Context: an optimization exercise on an open-source flow, tuned for small area. The choices shown serve that exercise and are no tape-out recipe. In this exercise RTL edits were held to simulation tests only and were not proved equivalent to the original. Power and IR drop assume default switching activity.

Setup of run 1:
// poly_top
module poly_top #(
	parameter a = 2,
	parameter b = 4,
	parameter c = 6,
	parameter data_width = 32
)
(
	input wire clk,rst,
	input wire [data_width-1:0] x,
	input wire in_valid,
	output wire [data_width-1:0] y,
	output wire out_valid,
	output wire [1:0] state
);
	localparam K = 19;
	reg [1:0] q;
	always @(posedge clk) begin
		if (rst | ~in_valid) q <= 2'b00;
		else q <= {q[1] | q[0], q[1] | ~q[0]};
	end
	assign state = {q[1], q[0] & ~q[1]};
	assign out_valid = q[1] & q[0];
	reg [29:0] x0, x1;
	reg [K-1:0] rlo;
	reg [30-K:0] rhi;
	reg rck;
	wire [K-1:0] lo;
	wire [30-K:0] hi;
	wire ck;
	Multiplier sqr (.x(x1), .lo(lo), .hi(hi), .ck(ck));
	always @(posedge clk) begin
		x0 <= x[29:0];
		x1 <= x0;
		rlo <= lo;
		rhi <= hi;
		rck <= ck;
	end
	wire [30-K:0] shi;
	wire [31-K:0] inc;
	assign inc[0] = rck;
	genvar i;
	generate
		for (i = 0; i < 30 - K; i = i + 1) begin : incr
			HA h (.a(rhi[i]), .b(inc[i]), .s(shi[i]), .co(inc[i+1]));
		end
	endgenerate
  ...
export LEC_CHECK = 0
export CAP_MARGIN = 0
export CORE_MARGIN = 2
export CORE_UTILIZATION = 60
export CTS_BUF_LIST = sky130_fd_sc_hd__clkbuf_8
export CTS_CLUSTER_SIZE = 20
export SLEW_MARGIN = 0
export SYNTH_HIERARCHICAL = 1
export SYNTH_MINIMUM_KEEP_SIZE = 0
create_clock -name core_clock -period 9.0 [get_ports {clk}]
standard.sh (not shown) runs the stock make flow with config.mk's settings and CLKGATE_MAP_FILE= SYNTH_SCRIPT=/design/flow/synth_recipe.tcl, a recipe that flattens the netlist after the stock synthesis.
==> flow/flow/run.sh <==
#!/bin/bash
# The standard layout (standard.sh, with the standard synthesis) with two changes:
# the port buffers use the smallest buffer cell, and clock tree synthesis adds no
# dummy loads.  Each make run's full output goes to its own log file here.
set -euo pipefail
bash standard.sh synth > synth.log 2>&1
bash standard.sh \
	"BUFFER_PORTS_ARGS=-buffer_cell sky130_fd_sc_hd__buf_1" \
	"CTS_ARGS=-sink_clustering_enable -repair_clock_nets -sink_clustering_size 20 -buf_list sky130_fd_sc_hd__clkbuf_8 -dont_use_dummy_load" \
	finish > layout.log 2>&1
Inputs modified between run 1 and run 2:
--- a/flow/flow/run.sh
+++ b/flow/flow/run.sh
@@ -2,3 +2,4 @@
-# The standard layout (standard.sh, with the standard synthesis) with two changes:
-# the port buffers use the smallest buffer cell, and clock tree synthesis adds no
-# dummy loads.  Each make run's full output goes to its own log file here.
+# The standard layout (standard.sh, with the standard synthesis) with three changes:
+# the port buffers use the smallest buffer cell, clock tree synthesis adds no
+# dummy loads, and the flip-flops of x1 get a stronger drive before placement.
+# Each make run's full output goes to its own log file here.
@@ -7,0 +9 @@
+	"POST_FLOORPLAN_TCL=$PWD/flow/upsize.tcl" \
==> flow/flow/upsize.tcl (new file) <==
foreach inst [get_cells {x1*}] {
  replace_cell $inst sky130_fd_sc_hd__dfxtp_2
}
--- outcome ---
Placed instance count | run 2 below run 1
Run 2 -> run 1: vertical extent of the die delta 0, exact match
Run 2 ends up with higher sequential share of layout area than run 1 does.
Summary of the comparison: final critical-path share of the clock period is lower in run 2, relative to run 1.
Here is what was changed in the inputs of run 3 compared with run 2.
==> flow/run.sh (new file) <==
#!/bin/bash
# synth_recipe.tcl (not shown) runs the flow's synth.tcl, then flattens the netlist and writes it again
# the make line also repeats each setting of config.mk as NAME=value (left out here)
make -C /OpenROAD-flow-scripts/flow DESIGN_CONFIG=/design/flow/config.mk WORK_HOME=/design/flow/orfs CLKGATE_MAP_FILE= SYNTH_SCRIPT=/design/flow/synth_recipe.tcl finish
removed: flow/flow/run.sh
removed: flow/flow/upsize.tcl
removed: flow/standard.sh
==> comparison <==
Taking run 2 as the reference point, the total routing usage reported by global routing of run 3 rises by 0.26 points.
Origin of the worst setup path = x1[8]$_DFF_P_: run 2; origin of the worst setup path = x1[1]$_DFF_P_: run 3
Between run 2 and run 3, relative area change from synthesis to final layout increased.
Comparing total instance count after detailed placement for run 2 and run 3, the bigger number came from run 3.
Changes observed in run 3 relative to run 2: total setup violations reported at the end of the flow shows no meaningful change, data arrival time of the critical path saw an increase, violation count after the first detailed-routing iteration went up by 96.
[run 3 vs run 2] hold slack: higher in run 3
What run 4 does differently from run 3 at the input level:
# run 3
export LEC_CHECK = 0
export CAP_MARGIN = 0
export CORE_MARGIN = 2
export CORE_UTILIZATION = 60
export CTS_BUF_LIST = sky130_fd_sc_hd__clkbuf_8
export CTS_CLUSTER_SIZE = 20
export SLEW_MARGIN = 0
export SYNTH_HIERARCHICAL = 1
export SYNTH_MINIMUM_KEEP_SIZE = 0
create_clock -name core_clock -period 9.0 [get_ports {clk}]
# run 4
export LEC_CHECK = 0
export CAP_MARGIN = 0
export CORE_MARGIN = 2
export CORE_UTILIZATION = 75
export CTS_BUF_LIST = sky130_fd_sc_hd__clkbuf_8
export CTS_CLUSTER_SIZE = 20
export SLEW_MARGIN = 0
export SYNTH_HIERARCHICAL = 1
export SYNTH_MINIMUM_KEEP_SIZE = 0
create_clock -name core_clock -period 9.0 [get_ports {clk}]
==> flow/flow/run.sh (new file) <==
#!/bin/bash
# The standard layout (standard.sh, with the standard synthesis) with two changes:
# the port buffers use the smallest buffer cell, and clock tree synthesis adds no
# dummy loads.  Each make run's full output goes to its own log file here.
set -euo pipefail
bash standard.sh synth > synth.log 2>&1
bash standard.sh \
	"BUFFER_PORTS_ARGS=-buffer_cell sky130_fd_sc_hd__buf_1" \
	"CTS_ARGS=-sink_clustering_enable -repair_clock_nets -sink_clustering_size 30 -buf_list sky130_fd_sc_hd__clkbuf_8 -dont_use_dummy_load" \
	finish > layout.log 2>&1
==> flow/standard.sh (new file) <==
#!/bin/bash
# synth_recipe.tcl (not shown) runs the flow's synth.tcl, then flattens the netlist and writes it again
# the make line also repeats each setting of config.mk as NAME=value (left out here)
make -C /OpenROAD-flow-scripts/flow DESIGN_CONFIG=/design/flow/config.mk WORK_HOME=/design/flow/orfs CLKGATE_MAP_FILE= SYNTH_SCRIPT=/design/flow/synth_recipe.tcl "${@:-finish}"
removed: flow/run.sh
[summary]
Sum of internal, switching and leakage power was lower in run 4 than in run 3.
Going from run 3 to run 4, transition time at the pin with the least slew margin shrinks by 0.042 ns.
Setup slack after layout | run 4 below run 3
[compare] base=run 3 new=run 4: number of I/O pins neither gained nor lost much; final cell count now sits lower; fraction of the cycle the final worst path needs went up 1.5 points.
In the flow results for run 4 and run 3, the number of optimization iterations in the first detailed-route pass is larger on run 4.
Compared with run 3, in run 4 final wirelength shows an increase of about 1%; global-route usage shows an increase of 6.3 points; area growth from synthesis to final layout shows a reduction of 7.3 points; die boundary height shows a reduction of about 10%.
What run 5 does differently from run 4 at the input level:
# run 4
export LEC_CHECK = 0
export CAP_MARGIN = 0
export CORE_MARGIN = 2
export CORE_UTILIZATION = 75
export CTS_BUF_LIST = sky130_fd_sc_hd__clkbuf_8
export CTS_CLUSTER_SIZE = 20
export SLEW_MARGIN = 0
export SYNTH_HIERARCHICAL = 1
export SYNTH_MINIMUM_KEEP_SIZE = 0
create_clock -name core_clock -period 9.0 [get_ports {clk}]
# run 5
export LEC_CHECK = 0
export CAP_MARGIN = 0
export CORE_MARGIN = 2
export CORE_UTILIZATION = 60
export CTS_BUF_LIST = sky130_fd_sc_hd__clkbuf_8
export CTS_CLUSTER_SIZE = 20
export SLEW_MARGIN = 0
export SYNTH_HIERARCHICAL = 1
export SYNTH_MINIMUM_KEEP_SIZE = 0
create_clock -name core_clock -period 9.0 [get_ports {clk}]
==> flow/flow/run.sh <==
#!/bin/bash
# The standard layout (standard.sh, with the standard synthesis) with three changes:
# the port buffers use the smallest buffer cell, clock tree synthesis adds no
# dummy loads, and the flip-flops of x1 get a stronger drive before placement.
# Each make run's full output goes to its own log file here.
set -euo pipefail
bash standard.sh synth > synth.log 2>&1
bash standard.sh \
	"GPL_KEEP_OVERFLOW=0" "RECOVER_POWER=100" \
	"BUFFER_PORTS_ARGS=-buffer_cell sky130_fd_sc_hd__buf_1" \
	"CTS_ARGS=-sink_clustering_enable -repair_clock_nets -sink_clustering_size 20 -buf_list sky130_fd_sc_hd__clkbuf_8 -dont_use_dummy_load" \
	finish > layout.log 2>&1
[summary]
- The measured slew at the worst slew-check pin of run 5 is higher than that of run 4.
- Taking run 4 as the reference point, the maximum number of pins on one net before global-route repair of run 5 rises by 6.
- [run 5] non-clock buffer count fell about 28% relative to run 4
- Total power across run 5 and run 4: no real change.
- Run 5 vs run 4 — data arrival time at the worst-slack endpoint rose 0.36 ns.
- The higher final cell count came out of run 5.
- Changes observed in run 5 relative to run 4: worst setup slack decreased 0.34 ns; combinational share of power went down; synthesis-to-layout area growth shows a reduction of 2.1 points.
- Cell area ends up lower on run 5.
- Diff run 4..run 5 | netlist area before placement | unchanged
diff inputs: run 5 => run 6
--- a/flow/flow/run.sh
+++ b/flow/flow/run.sh
@@ -11 +11 @@
-	"CTS_ARGS=-sink_clustering_enable -repair_clock_nets -sink_clustering_size 20 -buf_list sky130_fd_sc_hd__clkbuf_8 -dont_use_dummy_load" \
+	"CTS_ARGS=-sink_clustering_enable -repair_clock_nets -sink_clustering_size 100 -sink_clustering_max_diameter 500 -buf_list sky130_fd_sc_hd__clkbuf_16 -dont_use_dummy_load" \
Run 5 has a higher proportion of cell area occupied by multi-input gates than run 6. For global-route usage, run 5 and run 6 come out practically identical. For non-clock buffer count, run 5 and run 6 come out practically identical. Detailed route wirelength on metal2 on run 6 is up relative to run 5. Compared with run 5, run 6 ends up with more cell area. Taking run 5 as the reference, in run 6 per-cell via count in the routed design ~0 delta; via count ~0 delta; post-place setup slack ~0 delta.

* * *

== 07-19 ==
Another version of the RTL of poly_top (not shown whole).
Size in the first run: roughly 670 cells after synthesis, ~70 I/O pins.
clock: 9.0 ns
lec_check: 0
cap_margin: 0
core_margin: 2
core_utilization: 60
cts_buf_list: sky130_fd_sc_hd__clkbuf_8
cts_cluster_size: 20
gpl_timing_driven: 0
slew_margin: 0
synth_hierarchical: 1
synth_minimum_keep_size: 0
run.sh (not shown) runs the stock make flow with config.mk's settings and CLKGATE_MAP_FILE= SYNTH_SCRIPT=/design/flow/synth_recipe.tcl, a recipe that flattens the netlist after the stock synthesis.
Stock flow here: none of the scripts above is used.
### 07-19 -> 10-05
- a change of CAP_MARGIN from 0 to 20
- a deleted CTS_CLUSTER_SIZE that had been 20
- a change of CORE_UTILIZATION from 60 to 40
- a deleted GPL_TIMING_DRIVEN that had been 0
- a change of SLEW_MARGIN from 0 to 20
- a deleted CTS_BUF_LIST that had been sky130_fd_sc_hd__clkbuf_8
--- outcome ---
Measured against each other, 07-19 and 10-05 differ in clock share of power, the higher figure coming from 10-05. Min portion of the clock cycle consumed by the worst path in the final layout across 07-19 and 10-05: 10-05. On met1 usage in global routing, the lower figure sits with 10-05, not 07-19.

* * *

Another version of the RTL of poly_top (not shown whole).
Size: about 520 cells after synthesis, roughly 70 I/O pins, about 6900 µm² of cells after synthesis.
export LEC_CHECK = 0
export CAP_MARGIN = 10
export CORE_MARGIN = 2
export CORE_UTILIZATION = 80
export CTS_BUF_LIST = sky130_fd_sc_hd__clkbuf_8
export CTS_CLUSTER_SIZE = 20
export SLEW_MARGIN = 10
export SYNTH_HIERARCHICAL = 1
export SYNTH_MINIMUM_KEEP_SIZE = 0
create_clock -name core_clock -period 9.0 [get_ports {clk}]
standard.sh (not shown) runs the stock make flow with config.mk's settings and CLKGATE_MAP_FILE= SYNTH_SCRIPT=/design/flow/synth_recipe.tcl, a recipe that flattens the netlist after the stock synthesis.
==> flow/flow/run.sh <==
#!/bin/bash
# The standard layout (standard.sh, with the standard synthesis) with these changes:
# - after floorplan, every cell is set to its lowest drive strength (downsize.tcl);
#   timing repair upsizes the cells that need it;
# - global placement keeps none of its timing-driven buffering (GPL_KEEP_OVERFLOW=0);
# - power recovery downsizes cells with slack to spare after global routing;
# - the port buffers use the smallest buffer cell;
# - clock tree synthesis uses clkbuf_8 and adds no dummy loads.
# Each make run's full output goes to its own log file here.
set -euo pipefail
bash standard.sh synth > synth.log 2>&1
bash standard.sh \
	"POST_FLOORPLAN_TCL=$PWD/flow/downsize.tcl" \
	"GPL_KEEP_OVERFLOW=0" "RECOVER_POWER=100" \
	"BUFFER_PORTS_ARGS=-buffer_cell sky130_fd_sc_hd__buf_1" \
	"CTS_ARGS=-sink_clustering_enable -repair_clock_nets -sink_clustering_size 20 -buf_list sky130_fd_sc_hd__clkbuf_8 -dont_use_dummy_load" \
	finish > layout.log 2>&1
==> flow/flow/downsize.tcl <==
# Before placement, give every cell the lowest drive strength of its kind
# (name ending _1); timing repair later upsizes the cells that need it.
set n 0
foreach inst [get_cells *] {
  set master [get_property $inst ref_name]
  if { [regexp {^(sky130_fd_sc_hd__\w+)_([0-9]+)$} $master -> base drive] && $drive > 1 } {
    set target ${base}_1
    if { [llength [get_lib_cells -quiet $target]] > 0 } {
      replace_cell $inst $target
      incr n
    }
  }
}
puts "downsize.tcl: $n cells set to drive strength 1"
The baseline completed with no timing, DRC or antenna violations.
==> next run, changes <==
- CORE_UTILIZATION: 80 -> 86
What happened: The changed run completed without violations. Die area goes down by 6.7%. Power goes up by 2.2%. Utilization rises by 5.3 points. Design area is about the same. Non-clock buffer count is unchanged. Wire length goes up by 7.3%. Cell count drops by 0.45%.

* * *

north:
Another version of the RTL of poly_top (not shown whole).
Size: roughly 580 cells after synthesis, about 7400 sq um of cells after synthesis.
// poly_top
module poly_top #(
	parameter a = 2,
	parameter b = 4,
	parameter c = 6,
	parameter data_width = 32
)
(
	input wire clk,rst,
	input wire [data_width-1:0] x,
	input wire in_valid,
	output wire [data_width-1:0] y,
	output wire out_valid,
	output wire [1:0] state
);
==> flow/config.mk <==
export PLATFORM = sky130hd
export DESIGN_NAME = poly_top
export DESIGN_NICKNAME = poly_top
export VERILOG_FILES = /design/flow/design.v
export SDC_FILE = /design/flow/constraint.sdc
export NUM_CORES = 4
export LEC_CHECK = 0
export CAP_MARGIN = 0
export CORE_MARGIN = 2
export CORE_UTILIZATION = 60
export CTS_BUF_LIST = sky130_fd_sc_hd__clkbuf_8
export CTS_CLUSTER_SIZE = 20
export SLEW_MARGIN = 0
export SYNTH_HIERARCHICAL = 1
export SYNTH_MINIMUM_KEEP_SIZE = 0
==> flow/constraint.sdc <==
create_clock -name core_clock -period 9.0 [get_ports {clk}]
set_input_delay 1.8000 -clock core_clock [delete_from_list [all_inputs] [get_ports {clk}]]
set_output_delay 1.8000 -clock core_clock [all_outputs]
set_load 0.01 [all_outputs]
==> flow/flow/run.sh <==
#!/bin/bash
# The standard layout (standard.sh, with the standard synthesis) with three changes:
# the port buffers use the smallest buffer cell, clock tree synthesis adds no
# dummy loads, and the flip-flops of x1 get a stronger drive before placement.
# Each make run's full output goes to its own log file here.
set -euo pipefail
bash standard.sh synth > synth.log 2>&1
bash standard.sh \
	"GPL_KEEP_OVERFLOW=0" "RECOVER_POWER=100" \
	"BUFFER_PORTS_ARGS=-buffer_cell sky130_fd_sc_hd__buf_1" \
	"CTS_ARGS=-sink_clustering_enable -repair_clock_nets -sink_clustering_size 20 -buf_list sky130_fd_sc_hd__clkbuf_8 -dont_use_dummy_load" \
	finish > layout.log 2>&1
north: done, clean on timing, DRC and antenna
Changes in south relative to north:
--- a/flow/flow/run.sh
+++ b/flow/flow/run.sh
@@ -2,3 +2,7 @@
-# The standard layout (standard.sh, with the standard synthesis) with three changes:
-# the port buffers use the smallest buffer cell, clock tree synthesis adds no
-# dummy loads, and the flip-flops of x1 get a stronger drive before placement.
+# The standard layout (standard.sh, with the standard synthesis) with these changes:
+# - after floorplan, every cell is set to its lowest drive strength (downsize.tcl);
+#   timing repair upsizes the cells that need it;
+# - global placement keeps none of its timing-driven buffering (GPL_KEEP_OVERFLOW=0);
+# - power recovery downsizes cells with slack to spare after global routing;
+# - the port buffers use the smallest buffer cell;
+# - clock tree synthesis uses clkbuf_8 and adds no dummy loads.
@@ -8,0 +13 @@
+	"POST_FLOORPLAN_TCL=$PWD/flow/downsize.tcl" \
==> flow/flow/downsize.tcl (new file) <==
# Before placement, give every cell the lowest drive strength of its kind
# (name ending _1); timing repair later upsizes the cells that need it.
set n 0
foreach inst [get_cells *] {
  set master [get_property $inst ref_name]
  if { [regexp {^(sky130_fd_sc_hd__\w+)_([0-9]+)$} $master -> base drive] && $drive > 1 } {
    set target ${base}_1
    if { [llength [get_lib_cells -quiet $target]] > 0 } {
      replace_cell $inst $target
      incr n
    }
  }
}
puts "downsize.tcl: $n cells set to drive strength 1"
Notes after the runs:
Between north and south, wire length decreased. Relative to north, first-pass GRT wire length decreased by 2.1 mm in south. Total routing usage reported by global routing | south below north. Worst-case clock skew in south vs north: down 0.0034 ns. Between north and south, the flow reports total power draw decreasing by a few percent. Total iterations of the first detailed-routing run delta for south relative to north: 1 higher. On routed length on met1: south sits below north. | met1 usage in global routing | south vs north | 3.9 points lower |. south gives less utilization of the core after routing than north did. Hold slack improves in south relative to north. Share of the clock period used by the worst path is higher on north.

==> static timing again, ports no longer ideal <==
In the flow no input, the clock included, has a driving cell. The finished layouts below were timed again as built, in two steps.
Step 1 (the two cells are an assumption about what drives the block):
set clk [get_ports {clk}]
set_driving_cell -lib_cell sky130_fd_sc_hd__clkbuf_16 $clk
set_driving_cell -lib_cell sky130_fd_sc_hd__buf_2 [delete_from_list [all_inputs] $clk]
Step 2 also shifts input and output timing later by t, the mid clock arrival at the registers, as if the neighbouring blocks saw the same clock.
Three values: ideal, step 1, step 2; two values: the first two.
| run | t (ns) | setup WS [ns] | latest minus earliest clock arrival (ns) |
|---|---|---|---|
| run 1 | 0.408 | 0.799 / 0.799 / 0.799 | 0.029 / 0.029 |
| run 2 | 0.402 | 0.866 / 0.866 / 0.866 | 0.031 / 0.031 |
| run 3 | 0.411 | 0.826 / 0.826 / 0.826 | 0.012 / 0.012 |
| run 4 | 0.383 | 0.688 / 0.688 / 0.688 | 0.036 / 0.036 |
| run 5 | 0.408 | 0.351 / 0.351 / 0.351 | 0.029 / 0.029 |
| run 6 | 0.380 | 0.317 / 0.317 / 0.317 | 0.019 / 0.019 |
| 07-19 | 0.413 | 0.331 / 0.331 / 0.331 | 0.012 / 0.013 |
| 10-05 | 0.395 | 0.632 / 0.632 / 0.632 | 0.011 / 0.012 |
| the first run of note 3 | 0.388 | 0.498 / 0.498 / 0.498 | 0.034 / 0.034 |
| the second run of note 3 | 0.384 | 0.461 / 0.461 / 0.461 | 0.036 / 0.036 |
| north | 0.401 | 0.469 / 0.469 / 0.469 | 0.034 / 0.033 |
| south | 0.403 | 0.484 / 0.484 / 0.484 | 0.021 / 0.021 |
After both steps setup and hold are still met in every run listed.
